Context: an optimization exercise on an open-source flow, tuned for small area, a short achievable clock period and few clock cycles per item. The choices shown serve that exercise and are no tape-out recipe. RTL that was checked went through simulation tests only; none was proved equivalent to the original. Function not checked in run 1: the RTL went through the layout flow alone. Power and IR drop assume default switching activity.

## flow/design.v (module list and top-level ports; edited modules follow where they fit)
// module matvecmult: 2230 lines
// module mv_fa: 4 lines
// module mv_or2: 3 lines
// module mv_xnor2: 3 lines
module matvecmult(
    CLK,
    RST,
    vector_x,
    vector_b,
    vector_y,
    Q,
    A,
    finish
);
  // ...
==> flow/flow/run.sh <==
#!/bin/bash
set -euo pipefail
export BUFFER_PORTS_ARGS="-buffer_cell sky130_fd_sc_hd__buf_1"
bash standard.sh > standard_make.log 2>&1
==> flow/standard.sh <==
#!/bin/bash
# synth_recipe.tcl (not shown) runs the flow's synth.tcl, then flattens the netlist and writes it again
# the make line also repeats each setting of config.mk as NAME=value (left out here)
make -C /OpenROAD-flow-scripts/flow DESIGN_CONFIG=/design/flow/config.mk WORK_HOME=/design/flow/orfs CLKGATE_MAP_FILE= SYNTH_SCRIPT=/design/flow/synth_recipe.tcl "${@:-finish}"
==> flow/config.mk <==
export PLATFORM = sky130hd
export DESIGN_NAME = matvecmult
export DESIGN_NICKNAME = matvecmult
export VERILOG_FILES = /design/flow/design.v
export SDC_FILE = /design/flow/constraint.sdc
export NUM_CORES = 4
export LEC_CHECK = 0
export CAP_MARGIN = 20
export CORE_MARGIN = 2
export CORE_UTILIZATION = 40
export SLEW_MARGIN = 20
export SYNTH_HIERARCHICAL = 1
export SYNTH_MINIMUM_KEEP_SIZE = 0
==> flow/constraint.sdc <==
create_clock -name core_clock -period 10.0 [get_ports {CLK}]
set_input_delay 2.0000 -clock core_clock [delete_from_list [all_inputs] [get_ports {CLK}]]
set_output_delay 2.0000 -clock core_clock [all_outputs]
set_load 0.01 [all_outputs]
==> reports/results.tsv, run 1 <==
metric	value	unit
cp_top_family	adder cells	
root_buffer	clkbuf_16	
sw_frac_of_total	41.25	%
ir_drop	908.5	µV
fill_cells	3861	
p_leak	6.755	nW
tightest_slew	0.9674	ns
synth_edf_count	136	
cts_max_level	1	
outcome	finished clean	
clkPwrFrac	12.8	%
grtUsageMet2	37.30	%
tns	0	ns
seqCellArea	6106	µm²
cp.arrival	4.28	ns
busiest_layer	met2	
pwr.group.clock	0.917	mW
yosys.area.top_type	fa_1	
worstPathRequired	10.41	ns
timing.final.hold_violations	0	
initial_core_util	40.38	%
r2r_end	y_r[15][7]	
placed_cells	2415	
cts_buffer_depth	3	
place_area	18850	µm²
wl_met1	22320	µm
final_common_cell	buf_1	
gp_congestion	0.8861	
worst_path_most_repeated_cell	fa_1	
cp_num_buf_inv	1	
layout_common_cells	486 x buf_1, 465 x nand2_1, 256 x fa_1	
top_register	y_r	
==> run 2, diff against run 1 <==
--- a/flow/design.v
+++ b/flow/design.v
@@ -20,44 +20,46 @@
 reg        rs;
 reg  [2:1] val;          
 reg  [2:1] done;         
 reg        fin;
 reg  [7:0] y_r [0:15];
 reg  [7:0] bsel;
 integer    i;
 reg        skip;                        
-wire [3:0] a_w;
-mv_or2 ua0 (.a(cnt[0]), .b(skip), .y(a_w[0]));
-assign a_w[3:1] = cnt[3:1];
+reg  [3:0] ar;                          
+wire [3:0] a_w = {cnt[3:1], cnt[0] ^ skip};    
+wire [3:0] a_o;
+mv_or2 ua0 (.a(ar[0]), .b(skip), .y(a_o[0]));
+assign a_o[3:1] = ar[3:1];
 wire       fetched = cnt[4];            
-assign A = a_w;
+assign A = a_o;
 assign finish = fin;
 always @(posedge CLK) begin
     rs   <= RST;
     skip <= RST & ~rs;
     val  <= {val, RST ? ~rs : ~fetched};
 end
 always @(posedge CLK or posedge RST) begin
     if (RST) begin
         cnt  <= 5'd0;
+        ar   <= 4'd0;
         done <= {2{1'b0}};
         fin  <= 1'b0;
     end else begin
-        if (!fetched)
+        if (!fetched) begin
             cnt <= cnt + (skip ? 5'd2 : 5'd1);
+            ar  <= {ar[3:1] + {2'b0, ar[0]}, ~ar[0]} + {3'b0, skip};
+        end
         done <= {done, fetched};
         fin  <= done[1];
     end
 end
-always @(posedge CLK) begin
-    for (i = 0; i < 16; i = i + 1)
-        if (a_w == i)
-            bsel <= vector_b[8*i +: 8];
-end
+always @(posedge CLK)
+    bsel <= vector_b[8*a_w +: 8];
 wire p1;
 wire p2;
 wire p3;
 wire p4;
 wire p5;
 wire p6;
 wire p7;
 wire p8;
==> reports/results.tsv, run 2 <==
metric	value	unit	change
hp-class	flop to flop		unchanged
synth_commonest_cells	457 x nand2_1, 256 x fa_1, 197 x xnor2_1, 128 x edfxtp_1, 100 x dfxtp_1		was 465 x nand2_1, 256 x fa_1, 197 x xnor2_1, 136 x edfxtp_1, 92 x dfxtp_1
grt_pass1_wl	70210	µm	was 74160 µm
fin_crit	3.883	ns	was 3.870 ns
placed_cells	2256		was 2415
viasPerCell	4.882		was 4.930
groute.usage.overall	22.57	%	was 23.47%
die_h	204.0	µm	was 206.8 µm
r2r_end	y_r[15][7]		unchanged
synth_seq_cells	239		was 235
ys_warn_count	8		unchanged
cp.arrival	4.28	ns	about the same
cp_slowest_cell	fa_1		unchanged
die_w	204.0	µm	was 206.8 µm
grt_max_degree	73		was 90
hold_path_end	val[2]		unchanged
worst_path_most_repeated_cell	fa_1		unchanged
drive_gt1_share	3.710	%	was 3.677%
drtIter0Drc	509		was 749
cts_max_level	1		unchanged
regToRegStartpoint	cut1[26]		unchanged
syn_area	16010	µm²	was 16450 µm²
largest_reg_flops	128		unchanged
cts_hold_buf	0		unchanged
drcViolationCount	0		unchanged
ys_async_sr_fraction	4.603	%	was 2.979%
syn_to_final_growth	20.19	%	was 19.80%
cts_buffer_depth	3		unchanged
initial_core_util	40.38	%	about the same
grt-ovfl-total	0		unchanged
final_common_cell	buf_1		unchanged
dr.pass1.iters	5		unchanged
reg_top3	y_r: 128 flops, cut1: 87 flops, bsel: 8 flops		unchanged
wire_per_inst	20.29	µm	was 20.57 µm
finalSetupViolCount	0		unchanged
yosysSeqAreaShare	38.24	%	was 37.08%
worstSetupPathType	input port to flop		unchanged
crit_chain	buf_1, nand2_1, fa_1, fa_1, fa_1		unchanged
antenna_found_initial	4		was 8
core.rowCount	73		was 74
routed_wl	46800	µm	was 50820 µm
worstPathRequired	10.40	ns	was 10.41 ns
slew_headroom	34.71	%	was 35.37%
synthesis.instances	1258		was 1414
tightest_slew	0.9793	ns	was 0.9674 ns
drv_cap	0		unchanged
numCtsBuffers	26		unchanged
slew_violations	0		unchanged
timing.final.hold_violations	0		unchanged
grt_setup_unrepaired	false		unchanged
setup.worst_path.start_class	input port		unchanged
p_leak	6.572	nW	was 6.755 nW
cts.clk_slew.worst_paths	0.06	ns	about the same
end_kind	flop		unchanged
fill_cells	3707		was 3861
synth.most_common_cell	nand2_1		unchanged
rrSetupSlack	6.34	ns	was 6.33 ns
top_register	y_r		unchanged
io_buffers	486		unchanged
avgSynthCellArea	12.72	µm²	was 11.64 µm²
post-route-period-util	38.83	%	was 38.70%
max_freq	257.6	MHz	was 258.4 MHz
outcome	finished clean		unchanged
yosys-top-cells-area	fa_1 32%, edfxtp_1 24%, dfxtp_1 13%		was fa_1 31%, edfxtp_1 25%, dfxtp_1 11%
cp_max_fo	7		unchanged
final_cells	2306		was 2470
clk_latency	0.53	ns	was 0.52 ns
grt_pass1_vias	12000		was 12561
r2r_cells	8		unchanged
hpwl	40560	µm	was 43110 µm
skew	0.01339	ns	was 0.01713 ns
antenna_left	0		unchanged
ir_drop	1016	µV	was 908.5 µV
num_io_pins	519		unchanged
min_from	val[1]		unchanged
tritoncts	yes		unchanged
fin_util	48.53	%	was 48.38%
powerDensity	366.8	nW/µm²	was 363.7 nW/µm²
cp_num_buf_inv	1		unchanged
gp_congestion	0.9018		was 0.8861
vias	11257		was 12176
yosys.area.top_type	fa_1		unchanged
fp.dieArea	41630	µm²	was 42770 µm²
cp_top_family	adder cells		unchanged
synth_edf_count	128		was 136
root_buffer	clkbuf_16		unchanged
layout_common_cells	486 x buf_1, 457 x nand2_1, 256 x fa_1		was 486 x buf_1, 465 x nand2_1, 256 x fa_1
tns	0	ns	unchanged
cts_num_sinks	239		was 235
synth_ff_type	edfxtp_1		unchanged
cts_resized	0		unchanged
core	39640	µm²	was 40740 µm²
nets	2407		was 2555
hold_depth	0		unchanged
post_cts_buffers	0		unchanged
synth_top_area_share	32.02	%	was 31.15%
cp_slowest_stage_delay	0.58	ns	was 0.57 ns
synth_cell_types	33		was 59
-- run 2: changes by cell type after synthesis, moves of 14 or more --
cell	before	now
mux4_1	0	15
buf_2	17	3
nor2_1	19	3
a21oi_1	26	1
mux2i_1	20	1
o21ai_0	21	1
-- run 2: worst max-delay path by stage --
stage	from	to	slack [ns]	depth (start not counted)
global route	Q[0]	cut1[41]	6.06	5
finish	Q[0]	cut1[41]	6.12	5
global placement	Q[0]	cut1[41]	5.56	5
CTS	Q[0]	cut1[41]	6.10	5
detailed placement	Q[0]	cut1[41]	5.55	5
floorplan	Q[73]	cut1[12]	6.34	4
-- run 2: routing by layer --
metal	up-vias	track usage (%)	part of all wire (%)	routed length [µm]
li1	5074	-	-	-
met1	5720	29.41	41	19160
met2	396	39.40	50	23480
met3	63	4.114	6.8	3178
met4	4	4.917	2.0	954
met5	-	0	0.058	27
-- run 2: cell type report --
| type | count | area (µm²) | area share, % |
|---|---|---|---|
| repair buffers | 488 | 1839 | 9.561 |
| clock inverters | 9 | 76.32 | 0.3967 |
| flip-flops and latches | 239 | 6125 | 31.84 |
| diodes | 2 | 5.005 | 0.02602 |
| multi-input cells | 987 | 9708 | 50.47 |
| inverters | 17 | 63.81 | 0.3317 |
| well taps | 525 | 656.9 | 3.415 |
| clock buffers | 39 | 763.2 | 3.967 |
-- run 2: worst register-to-register path: cells and delay by family (launching register included) --
family        cells  cell delay [ns]
fa+ha+maj         5             2.49
xor+xnor          1             0.16
simple gates      1             0.34
flops             1             0.34
buf+inv           1             0.08
-- run 2: report_power, final --
| part | switching, mW | leakage (nW) | internal (mW) |
|---|---|---|---|
| combinational | 2.25 | 3.98 | 2.04 |
| sequential | 0.224 | 2.18 | 1.61 |
| clock | 0.378 | 0.410 | 0.552 |
-- run 2: cell families after synthesis --
family	synth area share (%)
flops	38.24
xor+xnor	10.94
compound gates	0.8599
buf+inv	1.118
fa+ha+maj	32.49
simple gates	11.15
mux	5.199
-- run 2: stage by stage --
step	hold WS [ns]	setup WS, ns	instance area (µm²)	total power [mW]
after floorplan	0.3096	6.338	16010	4.985
after global placement	0.3160	5.555	18390	6.205
after detailed placement	0.3214	5.555	18390	6.267
after CTS	0.3340	6.102	19230	7.228
after global routing	0.3465	6.055	19230	7.717
final	0.3330	6.117	19240	7.056
-- run 2: Yosys stat by module (local to each module, per instance) --
module	cells inside	flops+latches	cell area, µm²
matvecmult	807	239	9186
mv_fa	1	0	20.02
mv_or2	1	0	6.256
mv_xnor2	1	0	8.758
Testbench counts of run 2, summed over its fixed seeds: cycles 43,200, items 2,400.
==> run 3, diff against run 2 <==
--- a/flow/config.mk
+++ b/flow/config.mk
@@ -7,7 +7,8 @@
 export LEC_CHECK = 0
 export CAP_MARGIN = 20
 export CORE_MARGIN = 2
-export CORE_UTILIZATION = 40
+export CORE_UTILIZATION = 55
+export CTS_BUF_LIST = sky130_fd_sc_hd__clkbuf_8
 export SLEW_MARGIN = 20
 export SYNTH_HIERARCHICAL = 1
 export SYNTH_MINIMUM_KEEP_SIZE = 0
==> reports/results.tsv, run 3 <==
metric	value	unit	change
outcome	finished clean		unchanged
cts.clk_slew.worst_paths	0.06	ns	about the same
top_register	y_r		unchanged
tightest_slew	0.9755	ns	was 0.9793 ns
viasPerCell	5.158		was 4.882
power.internal	4.097	mW	was 4.205 mW
nets	2421		was 2407
post-route-period-util	38.94	%	was 38.83%
io_buffers	486		unchanged
vias	11311		was 11257
groute.usage.overall	30.29	%	was 22.57%
skew	0.03350	ns	was 0.01339 ns
place_area	18220	µm²	was 18390 µm²
slew_violations	0		unchanged
tritoncts	yes		unchanged
core.rowCount	62		was 73
synth_edf_count	128		unchanged
initial_core_util	55.76	%	was 40.38%
grt_pass1_vias	11802		was 12000
post_cts_buffers	0		unchanged
sequentialPowerShare	26.2	%	was 26.0%
syn_to_final_growth	18.84	%	was 20.19%
synth.most_common_cell	nand2_1		unchanged
max_freq	256.8	MHz	was 257.6 MHz
synth_seq_cells	239		unchanged
finalSetupViolCount	0		unchanged
post-place-ws	5.566	ns	was 5.555 ns
cts_resized	0		unchanged
worstSetupPathType	input port to flop		unchanged
grt-ovfl-total	0		unchanged
reg_top3	y_r: 128 flops, cut1: 87 flops, bsel: 8 flops		unchanged
ys_async_sr_fraction	4.603	%	unchanged
drtIter0Drc	557		was 509
fin_crit	3.894	ns	was 3.883 ns
grt_setup_unrepaired	false		unchanged
setup.worst_path.start_class	input port		unchanged
num_io_pins	519		unchanged
drv_cap	0		unchanged
post-route-cell-area	19020	µm²	was 19240 µm²
slew_headroom	34.97	%	was 34.71%
fp.dieArea	30480	µm²	was 41630 µm²
ys_warn_count	8		unchanged
avgSynthCellArea	12.72	µm²	unchanged
ir_drop	747.3	µV	was 1016 µV
timing.final.hold_violations	0		unchanged
syn_area	16010	µm²	unchanged
final_cells	2193		was 2306
clkPwrFrac	12.4	%	was 13.2%
dr.pass1.iters	4		was 5
cts_hold_buf	0		unchanged
hpwl	38870	µm	was 40560 µm
cp_max_fo	7		unchanged
final_common_cell	buf_1		unchanged
hp-class	flop to flop		unchanged
layout_common_cells	486 x buf_1, 457 x nand2_1, 256 x fa_1		unchanged
synth_ff_type	edfxtp_1		unchanged
cp.arrival	4.32	ns	was 4.28 ns
synth_cell_types	33		unchanged
die_w	174.6	µm	was 204.0 µm
placed_cells	2115		was 2256
sw_frac_of_total	41.10	%	was 40.40%
finalPower	6.955	mW	was 7.056 mW
combPwrFrac	61.4	%	was 60.8%
clk_latency	0.58	ns	was 0.53 ns
synthesis.instances	1258		unchanged
cts_buffer_depth	3		unchanged
synth_commonest_cells	457 x nand2_1, 256 x fa_1, 197 x xnor2_1, 128 x edfxtp_1, 100 x dfxtp_1		unchanged
p_leak	6.601	nW	was 6.572 nW
p_sw	2.858	mW	was 2.851 mW
fin_ws	6.106	ns	was 6.117 ns
antenna_left	0		unchanged
antenna_found_initial	4		unchanged
synth_top_area_share	32.02	%	unchanged
cts_max_level	2		was 1
root_buffer	clkbuf_8		was clkbuf_16
grt_max_degree	67		was 73
tns	0	ns	unchanged
worstPathRequired	10.42	ns	was 10.40 ns
core	28700	µm²	was 39640 µm²
numCtsBuffers	40		was 26
drcViolationCount	0		unchanged
routed_wl	45400	µm	was 46800 µm
die_h	174.6	µm	was 204.0 µm
yosys-top-cells-area	fa_1 32%, edfxtp_1 24%, dfxtp_1 13%		unchanged
drive_gt1_share	4.493	%	was 3.710%
largest_reg_flops	128		unchanged
yosys.area.top_type	fa_1		unchanged
end_kind	flop		unchanged
wire_per_inst	20.70	µm	was 20.29 µm
fin_util	66.27	%	was 48.53%
grt_pass1_wl	68090	µm	was 70210 µm
hold_ws	0.3260	ns	was 0.3330 ns
gp_congestion	0.9508		was 0.9018
yosysSeqAreaShare	38.24	%	unchanged
powerDensity	365.6	nW/µm²	was 366.8 nW/µm²
cts_num_sinks	239		unchanged
## run 3: cell counts after synthesis
Identical to the previous run, type by type.
## run 3: path summary, 6_finish.rpt
check	from	end	slack, ns	depth (start not counted)
worst max-delay path	Q[0]	cut1[64]	6.11	5
worst min-delay path	val[1]	val[2]	0.33	0
worst max register to register	cut1[26]	y_r[15][7]	6.32	8
worst min register to register	val[1]	val[2]	0.33	0
max in group asynchronous	RST	cnt[0]	8.20	2
min in group asynchronous	RST	done	1.46	2
## run 3: Yosys stat by module, one instance, submodules excluded
module | cell area [µm²] | times used | cells | flops+latches
mv_fa | 20.02 | 255 | 1 | 0
matvecmult | 9186 | 1 | 807 | 239
mv_or2 | 6.256 | 1 | 1 | 0
mv_xnor2 | 8.758 | 195 | 1 | 0
## run 3: layout make-up
cell class | instances | area [µm²]
inverters | 17 | 63.81
diodes | 6 | 15.01
fillers | 2340 | 9682
clock inverters | 30 | 211.5
well taps | 384 | 480.5
flip-flops and latches | 239 | 6125
clock buffers | 42 | 578.1
repair buffers | 488 | 1839
multi-input cells | 987 | 9708
## run 3: critical path, cell delays in order
cell and delay (ns):
buf_1 0.47, nand2_1 0.20, fa_1 0.53, fa_1 0.66
fa_1 0.44
## run 3: cells by family after synthesis
group	after synthesis	synth area share, %
flip-flops	239	38.24
multiplexers	37	5.199
AND/OR/NAND/NOR	469	11.15
adder cells (fa/ha/maj)	262	32.49
buffers and inverters	32	1.118
XOR/XNOR	200	10.94
AO/OA/AOI/OAI	19	0.8599
## run 3: power by group through the flow
stage,clock [mW],sequential (mW),combinational (mW)
after floorplan,0,1.87,3.11
after global placement,0,1.84,4.29
after detailed placement,0,1.85,4.34
after CTS,0.881,1.83,4.35
after global routing,0.929,1.86,4.65
final,0.863,1.82,4.27
## run 3: metal layers
layer | vias to the layer above | share of wire [%] | track usage (%)
li1 | 5110 | - | -
met1 | 5635 | 39 | 38.79
met2 | 489 | 52 | 53.27
met3 | 77 | 6.7 | 5.331
met4 | 0 | 2.7 | 8.924
met5 | - | 0 | 0
==> run 4, diff against run 3 <==
==> flow/flow/run.sh (replaced) <==
#!/bin/bash
set -euo pipefail
export BUFFER_PORTS_ARGS="-buffer_cell sky130_fd_sc_hd__buf_2"
bash standard.sh > standard_make.log 2>&1
--- a/flow/config.mk
+++ b/flow/config.mk
@@ -7,8 +7,7 @@
 export LEC_CHECK = 0
 export CAP_MARGIN = 20
 export CORE_MARGIN = 2
-export CORE_UTILIZATION = 55
-export CTS_BUF_LIST = sky130_fd_sc_hd__clkbuf_8
+export CORE_UTILIZATION = 40
 export SLEW_MARGIN = 20
 export SYNTH_HIERARCHICAL = 1
 export SYNTH_MINIMUM_KEEP_SIZE = 0
==> reports/results.tsv, run 4 <==
metric	value	unit	change
rrSetupSlack	6.34	ns	was 6.32 ns
clk_latency	0.51	ns	was 0.58 ns
drtIter0Drc	522		was 557
place_area	18990	µm²	was 18220 µm²
fill_cells	3615		was 2340
p_sw	2.761	mW	was 2.858 mW
cts.clk_slew.worst_paths	0.07	ns	was 0.06 ns
powerDensity	352.4	nW/µm²	was 365.6 nW/µm²
cp_max_fo	2		was 7
reg_top3	y_r: 128 flops, cut1: 87 flops, bsel: 8 flops		unchanged
synth_edf_count	128		unchanged
yosys-top-cells-area	fa_1 32%, edfxtp_1 24%, dfxtp_1 13%		unchanged
yosys.area_share.simple	11.15	%	unchanged
hold_path_end	val[2]		unchanged
vias	11203		was 11311
synth.most_common_cell	nand2_1		unchanged
synth_ff_type	edfxtp_1		unchanged
synthesis.instances	1258		unchanged
hold_depth	0		unchanged
cts_buffer_depth	3		unchanged
hpwl	40980	µm	was 38870 µm
io_buffers	486		unchanged
fin_crit	3.661	ns	was 3.894 ns
yosysSeqAreaShare	38.24	%	unchanged
yosys.area.top_type	fa_1		unchanged
synth_seq_cells	239		unchanged
cp_num_buf_inv	1		unchanged
initial_core_util	40.38	%	was 55.76%
cts_num_sinks	239		unchanged
cts_max_level	1		was 2
top_register	y_r		unchanged
cp_top_family	adder cells		unchanged
hp-class	flop to flop		unchanged
gp_congestion	0.9193		was 0.9508
dr.pass1.iters	5		was 4
core	39640	µm²	was 28700 µm²
cp_slowest_stage_delay	0.59	ns	was 0.66 ns
cts_resized	0		unchanged
slew_violations	0		unchanged
r2r_end	y_r[15][7]		unchanged
routed_wl	47120	µm	was 45400 µm
synth_cell_types	33		unchanged
numCtsBuffers	25		was 40
synth_fa_ha_area_share	32.49	%	unchanged
syn_area	16010	µm²	unchanged
slew_headroom	32.54	%	was 34.97%
setup.worst_path.start_class	flop		was input port
power.internal	4.202	mW	was 4.097 mW
worstPathRequired	10.26	ns	was 10.42 ns
fin_util	49.85	%	was 66.27%
groute.usage.overall	22.78	%	was 30.29%
core.rowCount	73		was 62
drcViolationCount	0		unchanged
fp.dieArea	41630	µm²	was 30480 µm²
synth_top_area_share	32.02	%	unchanged
tightest_slew	1.012	ns	was 0.9755 ns
syn_to_final_growth	23.45	%	was 18.84%
root_buffer	clkbuf_16		was clkbuf_8
nets	2405		was 2421
timing.final.hold_violations	0		unchanged
viasPerCell	4.865		was 5.158
worst_path_most_repeated_cell	fa_1		unchanged
cp.arrival	3.92	ns	was 4.32 ns
synth_top_family_by_area	adder cells		unchanged
tritoncts	yes		unchanged
post-route-cell-area	19760	µm²	was 19020 µm²
max_freq	273.1	MHz	was 256.8 MHz
skew	0.008192	ns	was 0.03350 ns
final_common_cell	buf_2		was buf_1
largest_reg_flops	128		unchanged
antenna_left	0		unchanged
finalSetupViolCount	0		unchanged
outcome	finished clean		unchanged
sequentialPowerShare	26.6	%	was 26.2%
die_h	204.0	µm	was 174.6 µm
antenna_found_initial	10		was 4
ir_drop	663.7	µV	was 747.3 µV
drv_cap	0		unchanged
avgSynthCellArea	12.72	µm²	unchanged
end_kind	flop		unchanged
grt_max_degree	85		was 67
tns	0	ns	unchanged
worstSetupPathType	flop to flop		was input port to flop
cts_hold_buf	0		unchanged
sw_frac_of_total	39.65	%	was 41.10%
layout_common_cells	486 x buf_2, 457 x nand2_1, 256 x fa_1		was 486 x buf_1, 457 x nand2_1, 256 x fa_1
clkPwrFrac	12.4	%	about the same
grt_pass1_wl	70700	µm	was 68090 µm
seqCellArea	6126	µm²	was 6125 µm²
num_io_pins	519		unchanged
synth_compound_area_share	0.8599	%	unchanged
synthXorXnorAreaFrac	10.94	%	unchanged
regToRegStartpoint	cut1[26]		unchanged
grt_pass1_vias	12088		was 11802
ys_warn_count	8		unchanged
final_cells	2303		was 2193
synth_mux_area_share	5.199	%	unchanged
drive_gt1_share	31.13	%	was 4.493%
crit_chain	fa_1, fa_1, fa_1, fa_1, fa_1, or3_1, xnor2_1, inv_1		was buf_1, nand2_1, fa_1, fa_1, fa_1
min_from	val[1]		unchanged
post_cts_buffers	0		unchanged
r2r_cells	8		unchanged
die_w	204.0	µm	was 174.6 µm
post-route-period-util	36.61	%	was 38.94%
hold_ws	0.3318	ns	was 0.3260 ns
grt_setup_unrepaired	false		unchanged
cp_slowest_cell	fa_1		unchanged
multiInputGateArea	9708	µm²	unchanged
grt-ovfl-total	0		unchanged
ys_async_sr_fraction	4.603	%	unchanged
placed_cells	2255		was 2115
combPwrFrac	61.0	%	was 61.4%
synth_commonest_cells	457 x nand2_1, 256 x fa_1, 197 x xnor2_1, 128 x edfxtp_1, 100 x dfxtp_1		unchanged
p_leak	7.874	nW	was 6.601 nW
wire_per_inst	20.46	µm	was 20.70 µm
-- run 4: cell counts after synthesis --
No cell type changed its count.
-- run 4: per-stage QoR --
stage	setup slack, ns	total power [mW]
3_3_place_gp	5.844	6.124
3_5_place_dp	5.838	6.191
4_1_cts	6.307	7.077
5_1_grt	6.232	7.554
2_1_floorplan	6.338	4.985
6_report	6.339	6.963
-- run 4: Yosys stat by module (local to each module, per instance) --
module	copies in the design	flip-flops and latches	cell area, µm²
matvecmult	1	239	9186
mv_xnor2	195	0	8.758
mv_fa	255	0	20.02
mv_or2	1	0	6.256
-- run 4: cells by family (layout without fill, tap and decap cells) --
family / Yosys count / after routing
simple gates: 469 / 469
fa+ha+maj: 262 / 262
flops: 239 / 239
xor+xnor: 200 / 200
mux: 37 / 37
buf+inv: 32 / 547
compound gates: 19 / 19
other cells: 0 / 5
-- run 4: routing by layer --
metal | track usage, % | vias up | wire (µm)
met5 | 0 | - | 56
met4 | 5.823 | 8 | 1109
met2 | 39.69 | 410 | 23550
met3 | 3.922 | 70 | 3166
li1 | - | 5067 | -
met1 | 29.55 | 5648 | 19230
-- run 4: power groups by stage --
stage               registers (mW)  logic [mW]  clock network [mW]
finish                        1.85        4.25               0.863
global route                  1.90        4.74               0.921
CTS                           1.87        4.32               0.886
detailed placement            1.89        4.30                   0
global placement              1.87        4.25                   0
floorplan                     1.87        3.11                   0
-- run 4: how the worst max path moves through the flow --
stage / slack [ns] / startpoint / end / cells after the start
2_1_floorplan: 6.34 / Q[73] / cut1[12] / 4
3_3_place_gp: 5.84 / Q[0] / cut1[25] / 5
3_5_place_dp: 5.84 / Q[0] / cut1[25] / 5
4_1_cts: 6.31 / cut1[26] / y_r[15][7] / 8
5_1_grt: 6.23 / cut1[26] / y_r[15][7] / 8
6_report: 6.34 / cut1[26] / y_r[15][7] / 8
-- run 4: layout make-up --
class | instances | area share [%]
tap | 525 | 3.324
inverter | 17 | 0.3229
multi-input combinational | 987 | 49.13
sequential | 239 | 31.00
antenna | 5 | 0.06332
clock buffer | 35 | 3.546
timing repair buffer | 487 | 12.35
clock inverter | 8 | 0.2596

-- re-timing with driven ports --
Ports are ideal in the flow. The routed layouts listed here were re-timed in OpenROAD.
Step 1 assumes that a clkbuf_16 drives the clock port and a buf_2 every other input.
Step 2 also shifts input and output timing later by t, the mid clock arrival at the registers, as if the neighbouring blocks saw the same clock.
Slacks: ideal / step 1 / step 2; pairs: ideal / step 1.
| run | t, ns | setup WS [ns] | worst slew at a driven data input, ns | pins driven straight from the clock port |
|---|---|---|---|---|
| run 1 | 0.569 | 6.130 / 6.158 / 5.589 | 0.10 | 1 |
| run 2 | 0.569 | 6.117 / 6.141 / 5.572 | 0.10 | 1 |
| run 3 | 0.605 | 6.106 / 6.118 / 5.512 | 0.11 | 1 |
| run 4 | 0.556 | 6.339 / 6.339 / 5.816 | 0.11 | 1 |
After both steps setup and hold are still met in every run listed. The setup slack of run 3, which loses most, moves by +0.012 ns with the drivers and by -0.594 ns with both steps.
